Background: an optimization exercise with open tools, aiming at small area and a short achievable clock period. Do not read the settings as production practice. Function was checked by simulation only, so behaviour that the tests miss may differ from the original. Power figures rest on the tool's default switching activity, not on a simulated workload.

$ cat flow/config.mk
export PLATFORM = sky130hd
export DESIGN_NAME = cpu
export DESIGN_NICKNAME = cpu
export VERILOG_FILES = /design/flow/design.v
export SDC_FILE = /design/flow/constraint.sdc
export NUM_CORES = 4
export LEC_CHECK = 0
export ABC_CLOCK_PERIOD_IN_PS = 10000
export CAP_MARGIN = 10
export CORE_MARGIN = 2
export CORE_UTILIZATION = 40
export CTS_BUF_LIST = sky130_fd_sc_hd__clkbuf_8
export CTS_CLUSTER_SIZE = 20
export SLEW_MARGIN = 10
export SYNTH_HIERARCHICAL = 1
$ cat flow/constraint.sdc
create_clock -name core_clock -period 15.0 [get_ports {clk}]
set_input_delay 3.0000 -clock core_clock [delete_from_list [all_inputs] [get_ports {clk}]]
set_output_delay 3.0000 -clock core_clock [all_outputs]
set_load 0.01 [all_outputs]
$ cat flow/design.v
module ksadd(
    input [31:0] a,
    input [31:0] b,
    output [31:0] y
    );
    wire [31:0] gn, pn, x, c;
    genvar i;
    generate
        for (i = 0; i < 32; i = i + 1) begin : g_in
            nand2g G(.a(a[i]), .b(b[i]), .y(gn[i]));
            nor2g  P(.a(a[i]), .b(b[i]), .y(pn[i]));
            xor2g  X(.a(a[i]), .b(b[i]), .y(x[i]));
        end
        assign y[0] = x[0];
        for (i = 1; i < 32; i = i + 1) begin : g_s
            xor2g S(.a(x[i]), .b(c[i - 1]), .y(y[i]));
        end
    endgenerate
    ksprefix K(.gn(gn), .pn(pn), .c(c));
endmodule
module ksaddc(
    input [31:0] a,
    input [31:0] b,
    input cin,
    output [31:0] y,
    output cout,
    output [31:0] gn,    
    output [31:0] pn,    
    output [31:0] x      
    );
    wire [31:0] c;
    genvar i;
    generate
        wire g0n, p0n;
        majn M0(.a(a[0]), .b(b[0]), .c(cin), .y(g0n));
        nand2g G0(.a(a[0]), .b(b[0]), .y(gn[0]));
        nor2g  P0(.a(a[0]), .b(b[0]), .y(pn[0]));
        xor2g X0(.a(a[0]), .b(b[0]), .y(x[0]));
        for (i = 1; i < 32; i = i + 1) begin : g_in
            nand2g G(.a(a[i]), .b(b[i]), .y(gn[i]));
            nor2g  P(.a(a[i]), .b(b[i]), .y(pn[i]));
            xor2g  X(.a(a[i]), .b(b[i]), .y(x[i]));
        end
        xor2g S0(.a(x[0]), .b(cin), .y(y[0]));
        for (i = 1; i < 32; i = i + 1) begin : g_s
            xor2g S(.a(x[i]), .b(c[i - 1]), .y(y[i]));
        end
    endgenerate
    ksprefix K(.gn({gn[31:1], g0n}), .pn({pn[31:1], 1'b1}), .c(c));
    assign cout = c[31];
endmodule
module ksprefix(
    input [31:0] gn,
    input [31:0] pn,
    output [31:0] c
    );
    wire [31:0] g [0:5];
    wire [31:0] p [0:5];
    wire [31:0] gf;      
    wire [31:0] gfi;     
    assign g[0] = gn;
    assign p[0] = pn;
    genvar i, l;
    generate
        for (l = 0; l < 5; l = l + 1) begin : g_lv
            for (i = 0; i < 32; i = i + 1) begin : g_n
                if (i >= (1 << l)) begin : g_node
                    wire glo;
                    if (l == 0 || (i - (1 << l)) >= (1 << (l - 1))) begin : g_dir
                        assign glo = g[l][i - (1 << l)];
                    end else if ((LV(i - (1 << l)) % 2) == (l % 2)) begin : g_same
                        assign glo = gf[i - (1 << l)];
                    end else begin : g_inv
                        assign glo = gfi[i - (1 << l)];
                    end
                    if (l % 2 == 0) begin : g_e
                        oai21g GG(.a(g[l][i]), .b(p[l][i]), .c(glo), .y(g[l+1][i]));
                        nor2g  PP(.a(p[l][i]), .b(p[l][i - (1 << l)]), .y(p[l+1][i]));
                    end else begin : g_o
                        aoi21g GG(.a(g[l][i]), .b(p[l][i]), .c(glo), .y(g[l+1][i]));
                        nand2g PP(.a(p[l][i]), .b(p[l][i - (1 << l)]), .y(p[l+1][i]));
                    end
                end else begin : g_none
                    assign g[l+1][i] = 1'b0;
                    assign p[l+1][i] = 1'b0;
                end
            end
        end
        for (i = 0; i < 32; i = i + 1) begin : g_f
            assign gf[i] = g[LV(i)][i];
            invg GI(.a(gf[i]), .y(gfi[i]));
            if (LV(i) % 2 == 1) begin : g_hi
                assign c[i] = gf[i];
            end else begin : g_lo
                assign c[i] = gfi[i];
            end
        end
    endgenerate
    function integer LV(input integer n);
        begin
            if (n == 0) LV = 0;
            else if (n < 2) LV = 1;
            else if (n < 4) LV = 2;
            else if (n < 8) LV = 3;
            else if (n < 16) LV = 4;
            else LV = 5;
        end
    endfunction
endmodule
module invg(input a, output y);
    assign y = ~a;
endmodule
module nand2g(input a, input b, output y);
    assign y = ~(a & b);
endmodule
module nor2g(input a, input b, output y);
    assign y = ~(a | b);
endmodule
module xor2g(input a, input b, output y);
    assign y = a ^ b;
endmodule
module aoi21g(input a, input b, input c, output y);
    assign y = ~(a | (b & c));
endmodule
module oai21g(input a, input b, input c, output y);
    assign y = ~(a & (b | c));
endmodule
module majn(input a, input b, input c, output y);
    assign y = ~((a & b) | (a & c) | (b & c));
endmodule
module shifter(
    input [31:0] a,
    input left,
    input [4:0] sh,
    input f,
    output [31:0] y
    );
    wire [31:0] s0, s1, s2, s3, s4;
    genvar i;
    generate
        for (i = 0; i < 32; i = i + 1) begin : g_m
            mux2ig M0(.a(a[i]),  .b(a[31 - i]), .s(left), .y(s0[i]));
            mux2ig M1(.a(s0[i]), .b(i + 1  < 32 ? s0[(i + 1) % 32]  : ~f), .s(sh[0]), .y(s1[i]));
            mux2ig M2(.a(s1[i]), .b(i + 2  < 32 ? s1[(i + 2) % 32]  :  f), .s(sh[1]), .y(s2[i]));
            mux2ig M3(.a(s2[i]), .b(i + 4  < 32 ? s2[(i + 4) % 32]  : ~f), .s(sh[2]), .y(s3[i]));
            mux2ig M4(.a(s3[i]), .b(i + 8  < 32 ? s3[(i + 8) % 32]  :  f), .s(sh[3]), .y(s4[i]));
            mux2ig M5(.a(s4[i]), .b(i + 16 < 32 ? s4[(i + 16) % 32] : ~f), .s(sh[4]), .y(y[i]));
        end
    endgenerate
endmodule
module mux2ig(input a, input b, input s, output y);
    assign y = ~(s ? b : a);
endmodule
module wbsel10(
    input [9:0] s,
    input [7:0] d,
    input pn,
    input gn,
    output y
    );
    assign y = |(s[9:2] & d) | (s[1] & ~pn) | (s[0] & ~gn);
endmodule
module wbsel12(
    input [11:0] s,
    input [9:0] d,
    input pn,
    input gn,
    output y
    );
    assign y = |(s[11:2] & d) | (s[1] & ~pn) | (s[0] & ~gn);
endmodule
module registers(
    input clk,
    input [4:0] rs1,
    input [4:0] rs2,
    input [4:0] rd,
    input we,
    input [31:0] wdata,
    output [31:0] rv1,
    output [31:0] rv2
    );
    wire [31:0] rf [1:31];
    wire [31:0] sel1, sel2, selw;
    dec5 D1(.a(rs1), .y(sel1));
    dec5 D2(.a(rs2), .y(sel2));
    dec5 DW(.a(rd), .y(selw));
    wire [31:0] we_n = ~({32{we}} & selw);
    genvar i;
    generate
        for (i = 1; i < 32; i = i + 1) begin : g_wr
            regword W(.clk(clk), .we(we & selw[i]), .hold(we_n[i]), .d(wdata), .q(rf[i]));
        end
    endgenerate
    genvar b;
    generate
        for (b = 0; b < 32; b = b + 1) begin : g_rd
            wire [30:0] col;
            for (i = 1; i < 32; i = i + 1) begin : g_col
                assign col[i - 1] = rf[i][b];
            end
            rdbit R1(.d(col), .s(sel1[31:1]), .y(rv1[b]));
            rdbit R2(.d(col), .s(sel2[31:1]), .y(rv2[b]));
        end
    endgenerate
endmodule
module rdbit(
    input [30:0] d,
    input [30:0] s,
    output y
    );
    wire [3:0] u;
    wire [1:0] vn;
    rdgrp8 G0(.d(d[7:0]),   .s(s[7:0]),   .y(u[0]));
    rdgrp8 G1(.d(d[15:8]),  .s(s[15:8]),  .y(u[1]));
    rdgrp8 G2(.d(d[23:16]), .s(s[23:16]), .y(u[2]));
    rdgrp7 G3(.d(d[30:24]), .s(s[30:24]), .y(u[3]));
    nor2g  V0(.a(u[0]), .b(u[1]), .y(vn[0]));
    nor2g  V1(.a(u[2]), .b(u[3]), .y(vn[1]));
    nand2g Y(.a(vn[0]), .b(vn[1]), .y(y));
endmodule
module rdgrp8(
    input [7:0] d,
    input [7:0] s,
    output y
    );
    assign y = |(d & s);
endmodule
module rdgrp7(
    input [6:0] d,
    input [6:0] s,
    output y
    );
    assign y = |(d & s);
endmodule
module regword(
    input clk,
    input we,
    input hold,
    input [31:0] d,
    output reg [31:0] q
    );
    always @(posedge clk)
        q <= ({32{we}} & d) | ({32{hold}} & q);
endmodule
module dec5(
    input [4:0] a,
    output [31:0] y
    );
    wire [4:0] an;
    wire [7:0] hin;      
    wire [3:0] lon;      
    genvar i;
    generate
        for (i = 0; i < 5; i = i + 1) begin : g_inv
            invg I(.a(a[i]), .y(an[i]));
        end
        for (i = 0; i < 8; i = i + 1) begin : g_hi
            nand3g H(.a(i & 4 ? a[4] : an[4]), .b(i & 2 ? a[3] : an[3]), .c(i & 1 ? a[2] : an[2]), .y(hin[i]));
        end
        for (i = 0; i < 4; i = i + 1) begin : g_lo
            nand2g L(.a(i & 2 ? a[1] : an[1]), .b(i & 1 ? a[0] : an[0]), .y(lon[i]));
        end
        for (i = 0; i < 32; i = i + 1) begin : g_y
            nor2g Y(.a(hin[i / 4]), .b(lon[i % 4]), .y(y[i]));
        end
    endgenerate
endmodule
module nand3g(input a, input b, input c, output y);
    assign y = ~(a & b & c);
endmodule
module cpu (
    input clk,
    input reset,
    output [31:0] iaddr,
    input [31:0] idata,
    output [31:0] daddr,
    input [31:0] drdata,
    output [31:0] dwdata,
    output [3:0] dwe
);
    wire [6:0] op = idata[6:0];
    wire [2:0] f3 = idata[14:12];
    wire is_load   = ~op[6] & ~op[5] & ~op[4];
    wire is_store  = ~op[6] &  op[5] & ~op[4];
    wire is_branch =  op[6] & ~op[2];
    wire is_jal    =  op[6] &  op[3];
    wire is_jalr   =  op[6] &  op[2] & ~op[3];
    wire is_lui    = ~op[6] &  op[5] &  op[2];
    wire is_auipc  = ~op[6] & ~op[5] &  op[2];
    wire regwrite  = ~is_branch & ~is_store;
    wire s = idata[31];
    wire [31:0] imm_i  = {{20{s}}, idata[31:20]};
    wire [31:0] imm_ls = {{20{s}}, idata[31:25], is_store ? idata[11:7] : idata[24:20]};
    wire [31:0] imm_u  = {idata[31:12], 12'b0};
    wire [31:0] imm_b  = {{20{s}}, idata[7], idata[30:25], idata[11:8], 1'b0};
    wire [31:0] imm_j  = {{12{s}}, idata[19:12], idata[20], idata[30:21], 1'b0};
    wire [31:0] imm_pc = op[6] ? (op[2] ? imm_j : imm_b) : imm_u;    
    reg [31:1] pc;
    assign iaddr = {pc, 1'b0};
    wire [31:0] rv1, rv2;
    wire [31:0] wdata;
    registers REGISTERS(
        .clk(clk), .rs1(idata[19:15]), .rs2(idata[24:20]), .rd(idata[11:7]),
        .we(regwrite), .wdata(wdata), .rv1(rv1), .rv2(rv2)
    );
    wire [31:0] agu;
    ksadd AGU(.a(rv1), .b(imm_ls), .y(agu));
    assign daddr = agu;
    wire [31:0] a = rv1;
    wire [31:0] b = op[5] ? rv2 : imm_i;
    wire sub = op[6] | (~f3[2] & f3[1]) | ((f3 == 3'b000) & op[5] & idata[30]);
    wire [32:0] sum;
    wire [31:0] gn, pn, x;
    ksaddc ADDSUB(.a(a), .b(b ^ {32{sub}}), .cin(sub), .y(sum[31:0]), .cout(sum[32]),
                  .gn(gn), .pn(pn), .x(x));
    wire eq  = &x;               
    wire ltu = ~sum[32];
    wire lt  = (a[31] ^ b[31]) ? a[31] : sum[31];
    wire [31:0] sh, srev;
    shifter SHIFT(.a(a), .left(~f3[2]), .sh(b[4:0]), .f(idata[30] & a[31]), .y(sh));
    genvar i;
    generate
        for (i = 0; i < 32; i = i + 1) begin : g_rev
            assign srev[i] = sh[31 - i];
        end
    endgenerate
    wire [31:0] pc4 = {pc[31:2] + 30'd1, pc[1], 1'b0};
    wire [31:0] pcimm = {pc, 1'b0} + imm_pc;
    wire taken = (f3[2] ? (f3[1] ? ltu : lt) : eq) ^ f3[0];
    wire [31:0] npc = is_jalr ? agu : ((is_jal | (is_branch & taken)) ? pcimm : pc4);
    always @(posedge clk) begin
        if (reset) pc <= 31'b0;
        else pc <= npc[31:1];
    end
    wire [1:0] ea = agu[1:0];
    wire [7:0] lb = ea[1] ? (ea[0] ? drdata[31:24] : drdata[23:16])
                          : (ea[0] ? drdata[15:8]  : drdata[7:0]);
    wire [15:0] lh = ea[1] ? drdata[31:16] : drdata[15:0];
    wire hmis = f3[0] & ea[0];
    wire lsign = ~f3[2] & ~hmis & (f3[0] ? lh[15] : lb[7]);
    wire [31:0] ld;
    assign ld[7:0]   = f3[1] ? drdata[7:0]   : (f3[0] ? (hmis ? 8'b0 : lh[7:0])  : lb);
    assign ld[15:8]  = f3[1] ? drdata[15:8]  : (f3[0] ? (hmis ? 8'b0 : lh[15:8]) : {8{lsign}});
    assign ld[31:16] = f3[1] ? drdata[31:16] : {16{lsign}};
    wire is_op = ~op[6] & op[4] & ~op[2];    
    wire [7:0] opsel = {8{is_op}} & (8'b1 << f3);
    wire [11:0] wsel = {opsel[3], opsel[2],                        
                        is_load, is_lui, is_auipc, op[6],          
                        opsel[0], opsel[1], opsel[5], opsel[4], opsel[6], opsel[7]};
    genvar k;
    generate
        for (k = 0; k < 32; k = k + 1) begin : g_wb
            if (k == 0) begin : g_b0
                wbsel12 W(.s(wsel), .d({ltu, lt, ld[k], imm_u[k], pcimm[k], pc4[k],
                          sum[k], srev[k], sh[k], x[k]}), .pn(pn[k]), .gn(gn[k]), .y(wdata[k]));
            end else begin : g_bn
                wbsel10 W(.s(wsel[9:0]), .d({ld[k], imm_u[k], pcimm[k], pc4[k],
                          sum[k], srev[k], sh[k], x[k]}), .pn(pn[k]), .gn(gn[k]), .y(wdata[k]));
            end
        end
    endgenerate
    assign dwdata[7:0]   = rv2[7:0];
    assign dwdata[15:8]  = (f3[1:0] == 2'b00) ? rv2[7:0] : rv2[15:8];
    assign dwdata[23:16] = f3[1] ? rv2[23:16] : rv2[7:0];
    assign dwdata[31:24] = f3[1] ? rv2[31:24] : (f3[0] ? rv2[15:8] : rv2[7:0]);
    wire a0 = (ea == 2'b00);
    assign dwe[0] = is_store & a0;
    assign dwe[1] = is_store & ((f3[1] | f3[0]) ? a0 : (ea == 2'b01));
    assign dwe[2] = is_store & (f3[1] ? a0 : (ea == 2'b10));
    assign dwe[3] = is_store & (f3[1] ? a0 : (f3[0] ? (ea == 2'b10) : (ea == 2'b11)));
endmodule
$ cat flow/flow/run.sh
#!/bin/bash
# Layout flow: the standard ORFS flow (standard.sh, unchanged synthesis,
# floorplan, power grid, placement, CTS and routing), run with a larger setup
# repair margin so that timing repair keeps improving the critical paths, and
# with buf_2 cells as the port buffers. The make output goes to orfs_make.log;
# each ORFS step keeps its own log under orfs/logs/.
set -euo pipefail
bash standard.sh \
    SETUP_SLACK_MARGIN=5.8 \
    "BUFFER_PORTS_ARGS=-buffer_cell sky130_fd_sc_hd__buf_2" \
    finish > orfs_make.log 2>&1
$ cat flow/standard.sh
#!/bin/bash
# synth_recipe.tcl (not shown) runs the flow's synth.tcl, then flattens the netlist and writes it again
# the make line also repeats each setting of config.mk as NAME=value (left out here)
make -C /OpenROAD-flow-scripts/flow DESIGN_CONFIG=/design/flow/config.mk WORK_HOME=/design/flow/orfs CLKGATE_MAP_FILE= SYNTH_SCRIPT=/design/flow/synth_recipe.tcl "${@:-finish}"
==> results of run 1 <==
worst max-delay path, stage by stage:
cell and delay (ns):
buf_2 0.28, inv_1 0.14, nand2_1 0.09, buf_4 0.30, nor2_4 0.06, buf_4 0.30, a22oi_1 0.25, nand4_1 0.55
nor2_1 0.48, nand2_1 0.32, nand2_1 0.16, o21ai_1 0.31, buf_2 0.29
layout make-up:
type                       count  area [um2]
multi-input combinational   4373       34300
inverter                     147         577
tap                         1781        2230
timing repair buffer         621        5520
antenna                       10        25.0
fill                       12900       69100
clock buffer                 213        2930
sequential                  1023       20500
clock inverter                92         646
flip-flops by register name (all words and copies together) (netlist names):
register / flops
REGISTERS.g_wr.W.q: 992
pc: 31
metal layers:
layer	up-vias	track usage
met5	-	0
met4	10	0.289
met3	1114	0.161
met2	4649	0.573
met1	28600	0.505
li1	24200	-
where the power goes:
part           switching [W]  leakage (nW)  total, W  internal [W]
sequential          0.000477          8.43   0.00379       0.00331
clock                0.00128          2.05   0.00266       0.00138
combinational        0.00213          16.2   0.00329       0.00116
total                0.00389          26.7   0.00974       0.00585
path summary, 6_finish.rpt:
check / start / end / slack [ns]
setup / recovery: idata[20] / dwdata[24] / 5.42
hold / removal: REGISTERS.g_wr[18].W.q[11] / REGISTERS.g_wr[18].W.q[11] / 0.50
setup reg to reg: REGISTERS.g_wr[12].W.q[0] / REGISTERS.g_wr[4].W.q[30] / 8.71
hold reg to reg: REGISTERS.g_wr[18].W.q[11] / REGISTERS.g_wr[18].W.q[11] / 0.50
timing repair:
item | in CTS | in global routing
gates cloned | 14 | 3
gates resized for setup | 587 | 114
buffers inserted | 186 | 54
pin swaps | 199 | 99
endpoints found under the setup margin | 345 | 273
stage by stage:
stage	hold slack, ns	worst slack, ns
floorplan	0.461	5.81
global placement	0.476	3.64
finish	0.498	5.42
global route	0.507	5.46
CTS	0.497	5.51
detailed placement	0.478	3.65
==> flow_metrics.env, run 1 <==
export IMPL_dpl_instance_area_um2=57600
export IMPL_maxUsedRoutingLayer="met5"
export IMPL_tightestPinTransition_ns=1.25
export IMPL_cts_max_path_buffers=3
export IMPL_slew_headroom=0.166
export IMPL_antenna_left=0
export IMPL_clk_pin_slew_ns=0.06
export IMPL_power_total_w=0.00974
export IMPL_cts_buffers=170
export IMPL_cts_sinks=1023
export IMPL_port_buffers=162
export IMPL_grt_pass1_wl_um=413000
export IMPL_first_iter_violations=9712
export IMPL_die_area_um2=140000
export IMPL_fin_area_um2=66700
export IMPL_tns_ns=0
export IMPL_wl_met2_um=120000
export IMPL_fin_crit_sh=0.639
export IMPL_nets=6434
export IMPL_finalWeightedCongestion=1.09
export IMPL_fin_util=0.491
export IMPL_grt_max_degree=63
export IMPL_arrival_ns=6.58
export IMPL_drive_gt1_frac=0.239
export IMPL_finalHoldViolCount=0
export IMPL_min_path_cells=1
export IMPL_setup_viol=0
export IMPL_synth_cell_area_um2=54900
export IMPL_avgSynthCellArea_um2=9.49
export IMPL_fp_dieW_um=374
export IMPL_ctsRootBufferMaster="clkbuf_8"
export IMPL_hp_class="register to register"
export IMPL_maxCapViolations=0
export IMPL_slew_viol_final=0
export IMPL_synth_cells=5781
export IMPL_r2r_cells=21
export IMPL_drc=0
export IMPL_drt_met1_wl_um=111000
export IMPL_peakVddDrop_uv=90.5
export IMPL_layout_common_cells="dfxtp_1 (1023), a22oi_1 (977), a22o_1 (965), buf_4 (346), nand2_1 (311)"
export IMPL_power_leakage_nw=26.7
export IMPL_cts_tree="done"
export IMPL_dp_cells=7688
export IMPL_clk_latency_ns=0.97
export IMPL_crit_type="input pin to output pin"
export IMPL_dr_wl_met3_um=42900
export IMPL_viasPerCell=7.09
export IMPL_grt_overflow=0
export IMPL_die_height_um=374
export IMPL_dp_hpwl_um=190000
export IMPL_area_growth_pct=21.6
export IMPL_start_kind="input pin"
export IMPL_required_ns=12.00
export IMPL_core_um2=136000
export IMPL_power_density_nw_per_um2=146
export IMPL_start_util=0.404
export IMPL_num_vias=58600
export IMPL_final_common_cell="dfxtp_1"
export IMPL_cts_hold_repair_buffers=0
export IMPL_max_freq_mhz=104
export IMPL_row_count=135
export IMPL_crit_fanout=32
export IMPL_drt_total_wl_um=301000
export IMPL_grt_usage=0.408
export IMPL_fin_crit_ns=9.58
export IMPL_wl_per_cell_um=36.4
export IMPL_fin_cells=8260
export IMPL_io_pin_count=166
export IMPL_synth_warning_count=10
export IMPL_end_kind="output pin"
export IMPL_grt_pass1_vias=53200
export IMPL_drt_pass1_iterations=12
export IMPL_outcome="no timing/DRC/antenna violations"
export IMPL_antenna_found_initial=15
export IMPL_finalClockSkew_ns=0.0751
export IMPL_grt_setup_unrepaired="yes"
export IMPL_h_tree_depth=4
==> run 2: changes to the inputs <==
--- a/flow/design.v
+++ b/flow/design.v
@@ -209,27 +209,30 @@
     output y
     );
-    wire [3:0] u;
-    wire [1:0] vn;
-    rdgrp8 G0(.d(d[7:0]),   .s(s[7:0]),   .y(u[0]));
-    rdgrp8 G1(.d(d[15:8]),  .s(s[15:8]),  .y(u[1]));
-    rdgrp8 G2(.d(d[23:16]), .s(s[23:16]), .y(u[2]));
-    rdgrp7 G3(.d(d[30:24]), .s(s[30:24]), .y(u[3]));
-    nor2g  V0(.a(u[0]), .b(u[1]), .y(vn[0]));
-    nor2g  V1(.a(u[2]), .b(u[3]), .y(vn[1]));
-    nand2g Y(.a(vn[0]), .b(vn[1]), .y(y));
+    wire [10:0] t;       
+    wire [2:0] u;
+    genvar i;
+    generate
+        for (i = 0; i < 10; i = i + 1) begin : g_t
+            aoi222g A(.d(d[3*i+2:3*i]), .s(s[3*i+2:3*i]), .y(t[i]));
+        end
+    endgenerate
+    nand2g T10(.a(d[30]), .b(s[30]), .y(t[10]));
+    nand4g N0(.a(t[0]), .b(t[1]), .c(t[2]), .d(t[3]), .y(u[0]));
+    nand4g N1(.a(t[4]), .b(t[5]), .c(t[6]), .d(t[7]), .y(u[1]));
+    nand3g N2(.a(t[8]), .b(t[9]), .c(t[10]), .y(u[2]));
+    or3g O(.a(u[0]), .b(u[1]), .c(u[2]), .y(y));
 endmodule
-module rdgrp8(
-    input [7:0] d,
-    input [7:0] s,
+module aoi222g(
+    input [2:0] d,
+    input [2:0] s,
     output y
     );
-    assign y = |(d & s);
+    assign y = ~|(d & s);
 endmodule
-module rdgrp7(
-    input [6:0] d,
-    input [6:0] s,
-    output y
-    );
-    assign y = |(d & s);
+module nand4g(input a, input b, input c, input d, output y);
+    assign y = ~(a & b & c & d);
+endmodule
+module or3g(input a, input b, input c, output y);
+    assign y = a | b | c;
 endmodule
 module regword(
--- a/flow/flow/run.sh
+++ b/flow/flow/run.sh
@@ -7,5 +7,5 @@
 set -euo pipefail
 bash standard.sh \
-    SETUP_SLACK_MARGIN=5.8 \
+    SETUP_SLACK_MARGIN=5.5 \
     "BUFFER_PORTS_ARGS=-buffer_cell sky130_fd_sc_hd__buf_2" \
     finish > orfs_make.log 2>&1
==> flow_metrics.env, run 2 <==
export IMPL_outcome="no timing/DRC/antenna violations"
export IMPL_ctsRootBufferMaster="clkbuf_8"
export IMPL_final_common_cell="dfxtp_1"
export IMPL_fin_crit_sh=0.658
export IMPL_top_regs="REGISTERS.g_wr.W.q x992, pc x31"
export IMPL_io_pin_count=166
export IMPL_tightestPinTransition_ns=1.40
export IMPL_crit_type="input pin to output pin"
export IMPL_nets=5896
export IMPL_avgSynthCellArea_um2=9.96
export IMPL_cts_tree="done"
export IMPL_grt_usage=0.390
export IMPL_crit_slowest_cell="or3_4"
export IMPL_grt_pass1_wl_um=388000
export IMPL_power_density_nw_per_um2=153
export IMPL_drt_pass1_iterations=13
export IMPL_grt_overflow=0
export IMPL_cts_max_path_buffers=3
export IMPL_drt_total_wl_um=283000
export IMPL_layout_common_cells="dfxtp_1 (1023), a22o_1 (964), a222oi_1 (642), nand2_1 (371), buf_4 (248)"
export IMPL_dp_hpwl_um=179000
export IMPL_max_stage_delay_ns=0.70
export IMPL_finalHoldViolCount=0
export IMPL_maxCapViolations=0
export IMPL_h_tree_depth=4
export IMPL_row_count=134
export IMPL_core_um2=133000
export IMPL_antenna_left=0
export IMPL_regMostFlops="REGISTERS.g_wr.W.q"
export IMPL_grt_setup_unrepaired="yes"
export IMPL_start_kind="input pin"
export IMPL_clk_latency_ns=0.92
export IMPL_area_growth_pct=17.1
export IMPL_start_util=0.403
export IMPL_clk_pin_slew_ns=0.06
export IMPL_first_iter_violations=12100
export IMPL_cts_hold_repair_buffers=0
export IMPL_setup_viol=0
export IMPL_viasPerCell=7.28
export IMPL_grt_max_degree=67
export IMPL_power_leakage_nw=25.4
export IMPL_die_area_um2=137000
export IMPL_required_ns=12.00
export IMPL_die_height_um=370
export IMPL_critical_path_top_delay_family="simple AND/OR/NAND/NOR gates"
export IMPL_drive_gt1_frac=0.211
export IMPL_pre_cts_slack_ns=3.37
export IMPL_r2r_slack_ns=8.30
export IMPL_peakVddDrop_uv=80.7
export IMPL_hp_class="register to register"
export IMPL_synth_warning_count=10
export IMPL_slew_headroom=0.0650
export IMPL_finalWeightedCongestion=1.05
export IMPL_port_buffers=162
export IMPL_arrival_ns=6.88
export IMPL_cp_num_buf_inv=6
export IMPL_fin_crit_ns=9.88
export IMPL_worst_slack_ns=5.12
export IMPL_cts_buffers=167
export IMPL_synth_cells=5392
export IMPL_synth_cell_area_um2=53700
export IMPL_drc=0
export IMPL_finalClockSkew_ns=0.0687
export IMPL_num_vias=56100
export IMPL_wl_per_cell_um=36.8
export IMPL_tns_ns=0
export IMPL_fp_dieW_um=370
export IMPL_crit_fanout=10
export IMPL_max_freq_mhz=101
export IMPL_grt_pass1_vias=51200
export IMPL_largest_reg_flops=992
export IMPL_cts_sinks=1023
export IMPL_slew_viol_final=0
export IMPL_antenna_found_initial=15
export IMPL_path_cells="buf_16, clkinvlp_4, buf_12, nand3_4, nor2_4, buf_12, a222oi_1, nand4_1, or3_4, nor2_4, nor2_1, a21oi_2, o21ai_2, a21oi_2, inv_2, xor2_4, buf_6"
export IMPL_end_kind="output pin"
run 2: area by class of cell:
type                    instances  area [um2]
flip-flops and latches       1023       20500
repair buffers                486        4240
clock inverters                89         598
clock buffers                 205        2820
diodes                          9        22.5
fillers                     12600       70400
multi-input cells            3982       32000
well taps                    1768        2210
inverters                     138         548
run 2: worst reg2reg max path: stages (launching register included):
cell	delay [ns]
dfxtp_1	0.33
a222oi_1	0.38
nand4_1	0.62
or3_4	0.70
mux2i_1	0.19
xor2_1	0.43
nor2_1	0.21
nor2_1	0.64
nand2_1	0.20
o21ai_1	0.50
a21oi_2	0.13
o21ai_1	0.34
inv_1	0.08
a22o_1	0.20
a221oi_2	0.50
nand3_4	0.61
a22o_1	0.53
run 2: power by group:
part	switching, W	total [W]	internal, W
logic	0.00205	0.00322	0.00117
registers	0.000498	0.00384	0.00334
clock network	0.00123	0.00255	0.00133
total	0.00378	0.00961	0.00583
run 2: per-stage QoR:
step	cells	area (um2)	hold slack (ns)	utilization	total power (W)
2_1_floorplan	5406	53800	0.461	-	0.00544
3_3_place_gp	7255	56200	0.474	0.422	0.00657
3_5_place_dp	7255	56200	0.477	0.422	0.00661
4_1_cts	7639	61900	0.496	0.465	0.00934
5_1_grt	7694	62900	0.510	0.472	0.00988
6_report	7700	62900	0.496	0.472	0.00961
run 2: worst paths after layout:
check / start / end / cells past startpoint
max: idata[19] / daddr[16] / 17
min: REGISTERS.g_wr[31].W.q[15] / REGISTERS.g_wr[31].W.q[15] / 1
max reg2reg: REGISTERS.g_wr[7].W.q[6] / REGISTERS.g_wr[24].W.q[0] / 16
min reg2reg: REGISTERS.g_wr[31].W.q[15] / REGISTERS.g_wr[31].W.q[15] / 1
run 2: layer usage:
metal	vias up	wire [um]	GRT usage
li1	23300	-	-
met2	4675	116000	0.569
met1	27000	101000	0.484
met5	-	138	0.00490
met3	1097	39900	0.118
met4	10	25600	0.283
run 2: timing repair:
action | 4_1_cts | 5_1_grt
gates resized for setup | 301 | 79
pin swaps | 129 | 47
buffers inserted | 80 | 45
setup endpoints to repair | 202 | 101
gates cloned | 10 | 7
==> run 3: changes to the inputs <==
--- a/flow/flow/run.sh
+++ b/flow/flow/run.sh
@@ -7,5 +7,5 @@
 set -euo pipefail
 bash standard.sh \
-    SETUP_SLACK_MARGIN=5.5 \
+    SETUP_SLACK_MARGIN=5.2 \
     "BUFFER_PORTS_ARGS=-buffer_cell sky130_fd_sc_hd__buf_2" \
     finish > orfs_make.log 2>&1
==> flow_metrics.env, run 3 <==
export IMPL_tightestPinTransition_ns=1.34
export IMPL_cts_buffers=173
export IMPL_peakVddDrop_uv=108
export IMPL_end_kind="output pin"
export IMPL_slew_viol_final=0
export IMPL_ctsRootBufferMaster="clkbuf_8"
export IMPL_first_iter_violations=12400
export IMPL_num_vias=56400
export IMPL_r2r_start="REGISTERS.g_wr[19].W.q[4]"
export IMPL_clk_pin_slew_ns=0.06
export IMPL_cts_hold_repair_buffers=0
export IMPL_finalHoldViolCount=0
export IMPL_synth_warning_count=10
export IMPL_clk_latency_ns=0.95
export IMPL_fin_cells=7728
export IMPL_timing_rr_end="pc[19]"
export IMPL_layout_common_cells="dfxtp_1 (1023), a22o_1 (964), a222oi_1 (642), nand2_1 (367), buf_4 (281)"
export IMPL_maxCapViolations=0
export IMPL_power_density_nw_per_um2=155
export IMPL_final_common_cell="dfxtp_1"
export IMPL_wl_per_cell_um=37.7
export IMPL_arrival_ns=6.98
export IMPL_grt_usage=0.405
export IMPL_drive_gt1_frac=0.206
export IMPL_outcome="no timing/DRC/antenna violations"
export IMPL_cts_sinks=1023
export IMPL_finalWeightedCongestion=1.07
export IMPL_cts_max_path_buffers=3
export IMPL_grt_overflow=0
export IMPL_worstHoldStart="REGISTERS.g_wr[31].W.q[3]"
export IMPL_r2r_slack_ns=8.21
export IMPL_r2r_cells=23
export IMPL_row_count=134
export IMPL_synth_cell_area_um2=53700
export IMPL_cts_tree="done"
export IMPL_tns_ns=0
export IMPL_die_height_um=370
export IMPL_dp_cells=7250
export IMPL_area_growth_pct=16.3
export IMPL_regMostFlops="REGISTERS.g_wr.W.q"
export IMPL_nets=5913
export IMPL_holdPathEnd="REGISTERS.g_wr[31].W.q[3]"
export IMPL_hold_ws_ns=0.494
export IMPL_top_regs="REGISTERS.g_wr.W.q x992, pc x31"
export IMPL_crit_fanout=16
export IMPL_largest_reg_flops=992
export IMPL_start_util=0.403
export IMPL_drt_pass1_iterations=14
export IMPL_antenna_found_initial=17
export IMPL_grt_pass1_vias=52400
export IMPL_crit_top_cell="o21ai_2"
export IMPL_fin_crit_sh=0.665
export IMPL_crit_slowest_cell="or3_4"
export IMPL_grt_max_degree=67
export IMPL_grt_pass1_wl_um=400000
export IMPL_power_leakage_nw=25.3
export IMPL_viasPerCell=7.30
export IMPL_fp_dieW_um=370
export IMPL_hp_class="register to register"
export IMPL_h_tree_depth=4
export IMPL_max_freq_mhz=100
export IMPL_die_area_um2=137000
export IMPL_crit_type="input pin to output pin"
export IMPL_path_cells="buf_16, clkinvlp_4, buf_6, nand3_4, nor2_4, buf_4, a222oi_1, nand4_1, or3_4, nor2_4, o21ai_2, a21oi_2, o21ai_2, a21oi_2, o21ai_2, xor2_2, buf_2"
export IMPL_synth_cells=5392
export IMPL_antenna_left=0
export IMPL_setup_viol=0
export IMPL_fin_crit_ns=9.98
export IMPL_start_kind="input pin"
export IMPL_grt_setup_unrepaired="yes"
export IMPL_drt_total_wl_um=291000
export IMPL_max_stage_delay_ns=0.72
export IMPL_finalClockSkew_ns=0.0661
export IMPL_slew_headroom=0.0813
export IMPL_avgSynthCellArea_um2=9.96
export IMPL_required_ns=12.00
export IMPL_min_path_cells=1
export IMPL_dp_hpwl_um=186000
export IMPL_fillCellCount=12800
export IMPL_port_buffers=162
export IMPL_io_pin_count=166
export IMPL_drc=0
export IMPL_core_um2=133000
[run 3: per-layer routing]
metal | wire length, um | track usage | vias up
li1 | - | - | 23300
met1 | 102000 | 0.482 | 27300
met2 | 122000 | 0.606 | 4676
met3 | 38700 | 0.125 | 1160
met4 | 27200 | 0.309 | 16
met5 | 386 | 0.0136 | -
[run 3: area by class of cell]
cell class                 count  area [um2]  area share
inverter                     138         541     0.00866
tap                         1768        2210      0.0354
sequential                  1023       20500       0.328
clock inverter                95         676      0.0108
multi-input combinational   3987       31700       0.508
clock buffer                 212        2920      0.0467
timing repair buffer         492        3840      0.0615
antenna                       13        32.5    0.000521
[run 3: worst max-delay path: cells and delay by family]
kind	cells	cell delay [ns]
simple gates	5	1.71
compound gates	6	1.00
buf+inv	5	0.89
xor+xnor	1	0.29
[run 3: what timing repair did]
action                     in CTS  in global routing
setup endpoints to repair      67                 62
cloned                          6                  1
setup buffers                  84                 67
gates resized for setup       152                111
pin swaps                      73                 71
[run 3: how the worst max path moves through the flow]
stage / start / endpoint / slack (ns) / cells past startpoint
2_1_floorplan: idata[22] / REGISTERS.g_wr[10].W.q[0] / 5.40 / 22
5_1_grt: idata[19] / daddr[31] / 5.06 / 17
3_3_place_gp: idata[21] / pc[19] / 2.91 / 29
6_report: idata[19] / daddr[31] / 5.02 / 17
4_1_cts: idata[19] / daddr[14] / 5.15 / 19
3_5_place_dp: idata[20] / pc[19] / 2.90 / 27
[run 3: report_power, final]
group	switching (W)	leakage [nW]	internal (W)	total, W
sequential	0.000502	8.43	0.00334	0.00384
combinational	0.00208	14.8	0.00110	0.00318
clock	0.00127	2.05	0.00136	0.00264
total	0.00385	25.3	0.00581	0.00966
[run 3: stage by stage]
stage / cell area (um2) / worst slack, ns / utilization / power [W]
2_1_floorplan: 53700 / 5.40 / - / 0.00544
3_3_place_gp: 56200 / 2.91 / 0.421 / 0.00663
3_5_place_dp: 56200 / 2.90 / 0.421 / 0.00667
4_1_cts: 61300 / 5.15 / 0.460 / 0.00940
5_1_grt: 62400 / 5.06 / 0.468 / 0.00992
6_report: 62400 / 5.02 / 0.468 / 0.00966
==> run 4: changes to the inputs <==
--- a/flow/design.v
+++ b/flow/design.v
@@ -152,22 +152,4 @@
     assign y = ~(s ? b : a);
 endmodule
-module wbsel10(
-    input [9:0] s,
-    input [7:0] d,
-    input pn,
-    input gn,
-    output y
-    );
-    assign y = |(s[9:2] & d) | (s[1] & ~pn) | (s[0] & ~gn);
-endmodule
-module wbsel12(
-    input [11:0] s,
-    input [9:0] d,
-    input pn,
-    input gn,
-    output y
-    );
-    assign y = |(s[11:2] & d) | (s[1] & ~pn) | (s[0] & ~gn);
-endmodule
 module registers(
     input clk,
@@ -302,5 +284,5 @@
     assign iaddr = {pc, 1'b0};
     wire [31:0] rv1, rv2;
-    wire [31:0] wdata;
+    reg [31:0] wdata;
     registers REGISTERS(
         .clk(clk), .rs1(idata[19:15]), .rs2(idata[24:20]), .rd(idata[11:7]),
@@ -328,4 +310,17 @@
         end
     endgenerate
+    reg [31:0] aluout;
+    always @(*) begin
+        case (f3)
+            3'b000: aluout = sum[31:0];
+            3'b001: aluout = srev;
+            3'b010: aluout = {31'b0, lt};
+            3'b011: aluout = {31'b0, ltu};
+            3'b100: aluout = x;
+            3'b101: aluout = sh;
+            3'b110: aluout = ~pn;
+            default: aluout = ~gn;
+        endcase
+    end
     wire [31:0] pc4 = {pc[31:2] + 30'd1, pc[1], 1'b0};
     wire [31:0] pcimm = {pc, 1'b0} + imm_pc;
@@ -346,25 +341,15 @@
     assign ld[15:8]  = f3[1] ? drdata[15:8]  : (f3[0] ? (hmis ? 8'b0 : lh[15:8]) : {8{lsign}});
     assign ld[31:16] = f3[1] ? drdata[31:16] : {16{lsign}};
-    wire is_op = ~op[6] & op[4] & ~op[2];    
-    wire [7:0] opsel = {8{is_op}} & (8'b1 << f3);
-    wire [11:0] wsel = {opsel[3], opsel[2],                        
-                        is_load, is_lui, is_auipc, op[6],          
-                        opsel[0], opsel[1], opsel[5], opsel[4], opsel[6], opsel[7]};
-    genvar k;
-    generate
-        for (k = 0; k < 32; k = k + 1) begin : g_wb
-            if (k == 0) begin : g_b0
-                wbsel12 W(.s(wsel), .d({ltu, lt, ld[k], imm_u[k], pcimm[k], pc4[k],
-                          sum[k], srev[k], sh[k], x[k]}), .pn(pn[k]), .gn(gn[k]), .y(wdata[k]));
-            end else begin : g_bn
-                wbsel10 W(.s(wsel[9:0]), .d({ld[k], imm_u[k], pcimm[k], pc4[k],
-                          sum[k], srev[k], sh[k], x[k]}), .pn(pn[k]), .gn(gn[k]), .y(wdata[k]));
-            end
-        end
-    endgenerate
+    always @(*) begin
+        if (is_load) wdata = ld;
+        else if (is_lui) wdata = imm_u;
+        else if (is_auipc) wdata = pcimm;
+        else if (op[6]) wdata = pc4;           
+        else wdata = aluout;
+    end
     assign dwdata[7:0]   = rv2[7:0];
-    assign dwdata[15:8]  = (f3[1:0] == 2'b00) ? rv2[7:0] : rv2[15:8];
-    assign dwdata[23:16] = f3[1] ? rv2[23:16] : rv2[7:0];
-    assign dwdata[31:24] = f3[1] ? rv2[31:24] : (f3[0] ? rv2[15:8] : rv2[7:0]);
+    assign dwdata[15:8]  = ea[0] ? rv2[7:0] : rv2[15:8];
+    assign dwdata[23:16] = ea[1] ? rv2[7:0] : rv2[23:16];
+    assign dwdata[31:24] = ea[1] ? (ea[0] ? rv2[7:0] : rv2[15:8]) : rv2[31:24];
     wire a0 = (ea == 2'b00);
     assign dwe[0] = is_store & a0;
--- a/flow/flow/run.sh
+++ b/flow/flow/run.sh
@@ -7,5 +7,5 @@
 set -euo pipefail
 bash standard.sh \
-    SETUP_SLACK_MARGIN=5.2 \
+    SETUP_SLACK_MARGIN=5.5 \
     "BUFFER_PORTS_ARGS=-buffer_cell sky130_fd_sc_hd__buf_2" \
     finish > orfs_make.log 2>&1
==> flow_metrics.env, run 4 <==
export IMPL_row_count=134
export IMPL_layout_common_cells="dfxtp_1 (1023), a22o_1 (931), a222oi_1 (640), nand2_1 (371), nor2_1 (284)"
export IMPL_io_pin_count=166
export IMPL_tightestPinTransition_ns=1.69
export IMPL_largest_reg_flops=992
export IMPL_crit_fanout=8
export IMPL_grt_pass1_vias=52900
export IMPL_fin_crit_sh=0.691
export IMPL_so_faults="max-capacitance violations, max-slew violations"
export IMPL_holdPathEnd="REGISTERS.g_wr[6].W.q[13]"
export IMPL_first_iter_violations=12000
export IMPL_hp_class="register to register"
export IMPL_timing_rr_end="REGISTERS.g_wr[31].W.q[2]"
export IMPL_nets=5967
export IMPL_cts_sinks=1023
export IMPL_antenna_left=0
export IMPL_drive_gt1_frac=0.217
export IMPL_grt_pass1_wl_um=398000
export IMPL_finalWeightedCongestion=1.08
export IMPL_grt_usage=0.400
export IMPL_dpl_instance_area_um2=56500
export IMPL_r2r_start="REGISTERS.g_wr[10].W.q[16]"
export IMPL_slew_headroom=-0.126
export IMPL_ctsRootBufferMaster="clkbuf_8"
export IMPL_cts_max_path_buffers=3
export IMPL_antenna_found_initial=22
export IMPL_top_regs="REGISTERS.g_wr.W.q x992, pc x31"
export IMPL_grt_overflow=0
export IMPL_r2r_cells=17
export IMPL_synth_warning_count=10
export IMPL_finalClockSkew_ns=0.0659
export IMPL_power_leakage_nw=25.5
export IMPL_die_area_um2=138000
export IMPL_avgSynthCellArea_um2=9.81
export IMPL_outcome="failed layout checks"
export IMPL_die_height_um=371
export IMPL_clk_latency_ns=0.99
export IMPL_fin_area_um2=63700
export IMPL_peakVddDrop_uv=110
export IMPL_maxCapViolations=2
export IMPL_slew_viol_final=6
export IMPL_fin_crit_ns=10.36
export IMPL_dp_hpwl_um=174000
export IMPL_max_freq_mhz=96.5
export IMPL_area_growth_pct=18.0
export IMPL_viasPerCell=7.41
export IMPL_synth_cell_area_um2=54000
export IMPL_port_buffers=162
export IMPL_h_tree_depth=4
export IMPL_crit_type="input pin to output pin"
export IMPL_grt_setup_unrepaired="yes"
export IMPL_cts_tree="done"
export IMPL_cts_hold_repair_buffers=0
export IMPL_drt_pass1_iterations=13
export IMPL_setup_viol=0
export IMPL_final_common_cell="dfxtp_1"
export IMPL_end_kind="output pin"
export IMPL_regMostFlops="REGISTERS.g_wr.W.q"
export IMPL_required_ns=12.00
export IMPL_core_um2=134000
export IMPL_drc=0
export IMPL_finalHoldViolCount=0
export IMPL_wl_per_cell_um=37.6
export IMPL_fp_dieW_um=371
export IMPL_start_kind="input pin"
export IMPL_start_util=0.404
export IMPL_clk_pin_slew_ns=0.05
export IMPL_r2r_slack_ns=8.19
export IMPL_grt_max_degree=63
export IMPL_drt_total_wl_um=293000
export IMPL_power_density_nw_per_um2=160
export IMPL_tns_ns=0
export IMPL_arrival_ns=7.36
export IMPL_cts_buffers=168
export IMPL_worstHoldStart="REGISTERS.g_wr[6].W.q[13]"
export IMPL_synth_cells=5502
export IMPL_min_path_cells=1
export IMPL_num_vias=57700
## run 4: cell count changes in the layout (fill, tap and decap cells not counted), sizes merged, moves of 19 or more
cell	change
a211oi	+19
a21oi	+88
o22ai	+27
nand4	-32
mux2i	+25
nor2	+32
inv	-83
nor3	+23
a221oi	-24
a22o	-33
o21ai	+54
a22oi	-100
## run 4: area by class of cell
class / instances / area (um2)
flip-flops and latches: 1023 / 20500
diodes: 15 / 37.5
well taps: 1768 / 2210
inverters: 71 / 285
clock inverters: 89 / 534
multi-input cells: 4108 / 33000
clock buffers: 213 / 2930
repair buffers: 497 / 4290
fillers: 12500 / 70100
## run 4: repair_timing
| item | in CTS | in global routing |
|---|---|---|
| setup buffers | 119 | 42 |
| cloned | 11 | 8 |
| resized for setup | 270 | 144 |
| setup endpoints to repair | 528 | 790 |
| pin swaps | 121 | 57 |
## run 4: worst max-delay path by stage
stage	startpoint	endpoint	slack (ns)	cells past startpoint
3_3_place_gp	idata[21]	REGISTERS.g_wr[20].W.q[6]	3.65	25
4_1_cts	idata[19]	daddr[14]	5.41	17
2_1_floorplan	idata[16]	dwdata[16]	5.56	13
5_1_grt	idata[19]	daddr[17]	4.55	17
6_report	idata[15]	daddr[17]	4.64	17
3_5_place_dp	idata[21]	REGISTERS.g_wr[14].W.q[6]	3.63	25
## run 4: through the flow
step,util,instances,hold slack (ns),power (W),worst slack (ns)
CTS,0.467,7718,0.495,0.00967,5.41
detailed placement,0.422,7286,0.476,0.00690,3.63
floorplan,-,5502,0.461,0.00570,5.56
global placement,0.422,7286,0.474,0.00685,3.65
global route,0.476,7771,0.507,0.0104,4.55
finish,0.476,7784,0.497,0.0102,4.64
## run 4: where the power goes
part	total [W]	switching [W]	internal [W]
clock	0.00257	0.00124	0.00134
sequential	0.00395	0.000549	0.00340
combinational	0.00365	0.00229	0.00137
total	0.0102	0.00407	0.00610
## run 4: critical path, stage by stage
cell	delay (ns)
buf_16	0.13
clkinvlp_4	0.13
buf_12	0.14
nand2_8	0.12
nor2_4	0.10
buf_12	0.17
a222oi_1	0.38
nand4_1	0.96
or3_4	0.86
nor2_4	0.24
o21ai_4	0.12
a21oi_4	0.16
o21ai_2	0.11
a21oi_2	0.16
o21ai_2	0.10
xor2_2	0.23
buf_2	0.17
## run 4: layer usage
layer / part of all wire / up-vias / track usage
li1: - / 23600 / -
met1: 0.34 / 27800 / 0.463
met2: 0.41 / 4947 / 0.587
met3: 0.15 / 1363 / 0.154
met4: 0.10 / 12 / 0.318
met5: 0.00096 / - / 0.0112

==> separate check: timing with driven ports <==
No port has a modelled driver above. Below, the same layouts with a new extraction and two added sets of constraints.
Step 1 (the two cells are an assumption about what drives the block):
set clk [get_ports {clk}]
set_driving_cell -lib_cell sky130_fd_sc_hd__clkbuf_16 $clk
set_driving_cell -lib_cell sky130_fd_sc_hd__buf_2 [delete_from_list [all_inputs] $clk]
Step 2 moves the port delays by t, midway between the first and last clock arrival at a register: inputs arrive t later, outputs are due t later. That takes back most of the time a late clock gives input paths.
Slacks: ideal / step 1 / step 2; pairs: ideal / step 1.
run	t (ns)	slack for setup (ns)	latest minus earliest clock arrival (ns)	worst register clock-pin slew, ns
run 1	1.015	5.416 / 5.359 / 4.768	0.075 / 0.075	0.08 / 0.08
run 2	0.963	5.123 / 5.039 / 4.327	0.068 / 0.069	0.07 / 0.07
run 3	0.987	5.024 / 4.935 / 4.220	0.066 / 0.066	0.07 / 0.07
run 4	1.026	4.642 / 4.559 / 4.441	0.066 / 0.066	0.07 / 0.07
For run 3, which loses most, drivers alone change the setup slack by -0.089 ns; drivers and shift together by -0.804 ns.
